Source: an optimization exercise on an open RTL-to-GDS flow (aim: small area and a short achievable clock period). Production flows keep margins and buffers that such runs may drop. Only simulation tests tie the RTL to the original design; equivalence was not proved. Power is estimated from default activity; no workload was simulated.

## job 7177
// pipelined_fpadder
module pipelined_fpadder (a,b,sub,rm,s,clk,clrn,e);  
	input clk, clrn;  
	input [31:0] a, b;  
	input [1:0] rm;  
	input sub;  
	input e;  
	output [31:0] s;  
	wire a_is_nan, a_is_inf, a_sign, a_op_sub, a_small_sticky;
	wire [7:0] a_exp;
	wire [22:0] a_large_frac;
	wire [25:0] a_small_win;
	fadd_align alignment (a,b,sub,a_is_nan,a_is_inf,a_sign,a_exp,a_op_sub,
	a_large_frac,a_small_win,a_small_sticky);
	wire c_is_nan, c_is_inf, c_sign, c_op_sub, c_small_sticky;
	wire [7:0] c_exp;
	wire c_valid;
	wire [1:0] c_rm;
	wire [22:0] c_large_frac;
	wire [25:0] c_small_win;
	reg_align_cal reg_ac (rm,a_is_nan,a_is_inf,a_sign,a_exp,a_op_sub,
	a_large_frac,a_small_win,a_small_sticky,clk,clrn,e,
	c_rm,c_is_nan,c_is_inf,c_sign,c_exp,c_op_sub,c_large_frac,c_small_win,
	c_small_sticky,c_valid);
	wire [23:0] c_frac;
	wire [1:0] c_grs;
	wire [7:0] c_exp0;
	fadd_cal calculation (c_op_sub,c_exp,c_large_frac,c_small_win,
	c_small_sticky,c_frac,c_grs,c_exp0);
	wire [23:0] n_frac;
	wire [1:0] n_grs;
	wire [7:0] n_exp;
	wire [1:0] n_rm;
	wire n_is_nan, n_is_inf, n_sign, n_valid;
	reg_cal_norm reg_cn (c_rm,c_is_nan,c_is_inf,c_sign,c_exp0,c_frac,c_grs,c_valid,
	clk,clrn,e,n_rm,n_is_nan,n_is_inf,n_sign,n_exp,n_frac,n_grs,n_valid);
	fadd_norm normalization (n_rm,n_is_nan,n_is_inf,n_sign,n_exp,n_frac,n_grs,n_valid,s);
endmodule
For scale: ~110 flip-flops, ~100 I/O pins, roughly 13000 sq um of cells after synthesis.
clock: 10.0 ns
lec_check: 0
abc_area: 1
cap_margin: 20
core_margin: 2
core_utilization: 40
slew_margin: 20
synth_hierarchical: 1
standard.sh (not shown) runs the stock make flow with config.mk's settings and CLKGATE_MAP_FILE= SYNTH_SCRIPT=/design/flow/synth_recipe.tcl, a recipe that flattens the netlist after the stock synthesis.
==> flow/flow/run.sh <==
#!/bin/bash
# The standard layout (standard.sh, its own synthesis script and
# registers), with two changes to how the layout is made:
# - plain buffers on the ports in place of the delay cells buffer_ports picks
#   by default (every port still gets its buffer);
# - no full/half adder cells in synthesis (ADDER_MAP_FILE empty), so abc maps
#   the arithmetic as plain logic and can restructure it;
# - timing repair aims at 5 ns of setup slack.
set -euo pipefail
export BUFFER_PORTS_ARGS="-buffer_cell sky130_fd_sc_hd__buf_2"
bash standard.sh ADDER_MAP_FILE= SETUP_SLACK_MARGIN=5 finish > standard_make.log 2>&1
The following lists how job 547 was set up differently from job 7177:
- CORE_UTILIZATION: 40 -> 50
Job 547 reached the end of the flow, and the finished layout is clean on the timing, design-rule and antenna checks. Power drawn by the clock network: higher on job 7177. Against job 7177 as the reference, job 547 delivers a lower required time of the critical path. Multi-input gate area in the final layout shrinks slightly when moving from job 7177 to job 547. NOTE number of well-tap cells placed job 7177->job 547 decreased by more than 10%. Compared with job 7177, in job 547 shortest period the worst path allows went up, largest fanout on the critical path went up. Compared job 547 vs job 7177, and total number of vias is down in job 547. Taking job 7177 as the reference, in job 547 detailed-route wire length has decreased; worst-case hold slack went up 0.011 ns; standard cell area after detailed placement lower; synthesis-to-finish area growth -1.2 points.
#### Input delta (job 6422 over job 547)
- CORE_UTILIZATION changed from 50 to 40
--- a/flow/flow/run.sh
+++ b/flow/flow/run.sh
@@ -6,6 +6,6 @@
 # - no full/half adder cells in synthesis (ADDER_MAP_FILE empty), so abc maps
 #   the arithmetic as plain logic and can restructure it;
-# - timing repair aims at 5 ns of setup slack.
+# - timing repair aims at 5.2 ns of setup slack.
 set -euo pipefail
 export BUFFER_PORTS_ARGS="-buffer_cell sky130_fd_sc_hd__buf_2"
-bash standard.sh ADDER_MAP_FILE= SETUP_SLACK_MARGIN=5 finish > standard_make.log 2>&1
+bash standard.sh ADDER_MAP_FILE= SETUP_SLACK_MARGIN=5.2 finish > standard_make.log 2>&1
Results
- Having completed the whole flow, job 6422 delivered a layout that passed the timing, design-rule and antenna checks.
- Worst-skew pair later-pin latency: job 6422 > job 547
- Reported for job 6422 and job 547, simple-gate area share of the yosys netlist turned out identical to the last digit.
- Max met2 global-route usage across job 6422 and job 547: job 547
--- input diff job 6422..job 8618 ---
--- a/flow/flow/run.sh
+++ b/flow/flow/run.sh
@@ -6,6 +6,6 @@
 # - no full/half adder cells in synthesis (ADDER_MAP_FILE empty), so abc maps
 #   the arithmetic as plain logic and can restructure it;
-# - timing repair aims at 5.2 ns of setup slack.
+# - timing repair aims at 5 ns of setup slack.
 set -euo pipefail
-export BUFFER_PORTS_ARGS="-buffer_cell sky130_fd_sc_hd__buf_2"
-bash standard.sh ADDER_MAP_FILE= SETUP_SLACK_MARGIN=5.2 finish > standard_make.log 2>&1
+export BUFFER_PORTS_ARGS="-buffer_cell sky130_fd_sc_hd__buf_1"
+bash standard.sh ADDER_MAP_FILE= SETUP_SLACK_MARGIN=5 finish > standard_make.log 2>&1
Between job 8618 and job 6422, worst slack at placement is lower for job 8618, job 6422 comes in above that.
Cmp job 8618 and job 6422 / hold slack / lower: job 8618
Job 8618 reports its highest metal layer with signal wires as met5 while job 6422 reports met4.
Cmp job 8618 vs job 6422: worst clock skew lower in job 8618

[static timing again, ports no longer ideal]
Ports are ideal in the flow. The routed layouts listed here were re-timed in OpenROAD. Step 1 (the two cells are an assumption about what drives the block):
set clk [get_ports {clk}]
set_driving_cell -lib_cell sky130_fd_sc_hd__clkbuf_16 $clk
set_driving_cell -lib_cell sky130_fd_sc_hd__buf_2 [delete_from_list [all_inputs] $clk]
Step 2 moves the port delays by t, midway between the first and last clock arrival at a register: inputs arrive t later, outputs are due t later. That takes back most of the time a late clock gives input paths. a / b / c = no drivers / after step 1 / after step 2; a / b = the first two.
| run | t, ns | slack for setup (ns) | worst register clock-pin slew, ns | cell pins on the clock port's net |
|---|---|---|---|---|
| job 7177 | 0.401 | 5.220 / 5.235 / 4.834 | 0.08 / 0.08 | 1 |
| job 547 | 0.401 | 5.207 / 5.230 / 4.830 | 0.08 / 0.08 | 1 |
| job 6422 | 0.410 | 5.414 / 5.432 / 5.021 | 0.09 / 0.09 | 1 |
| job 8618 | 0.399 | 5.127 / 5.093 / 4.694 | 0.08 / 0.08 | 1 |
After both steps every run listed still meets setup and hold. For job 8618, which loses most, drivers alone change the setup slack by -0.034 ns; drivers and shift together by -0.433 ns.
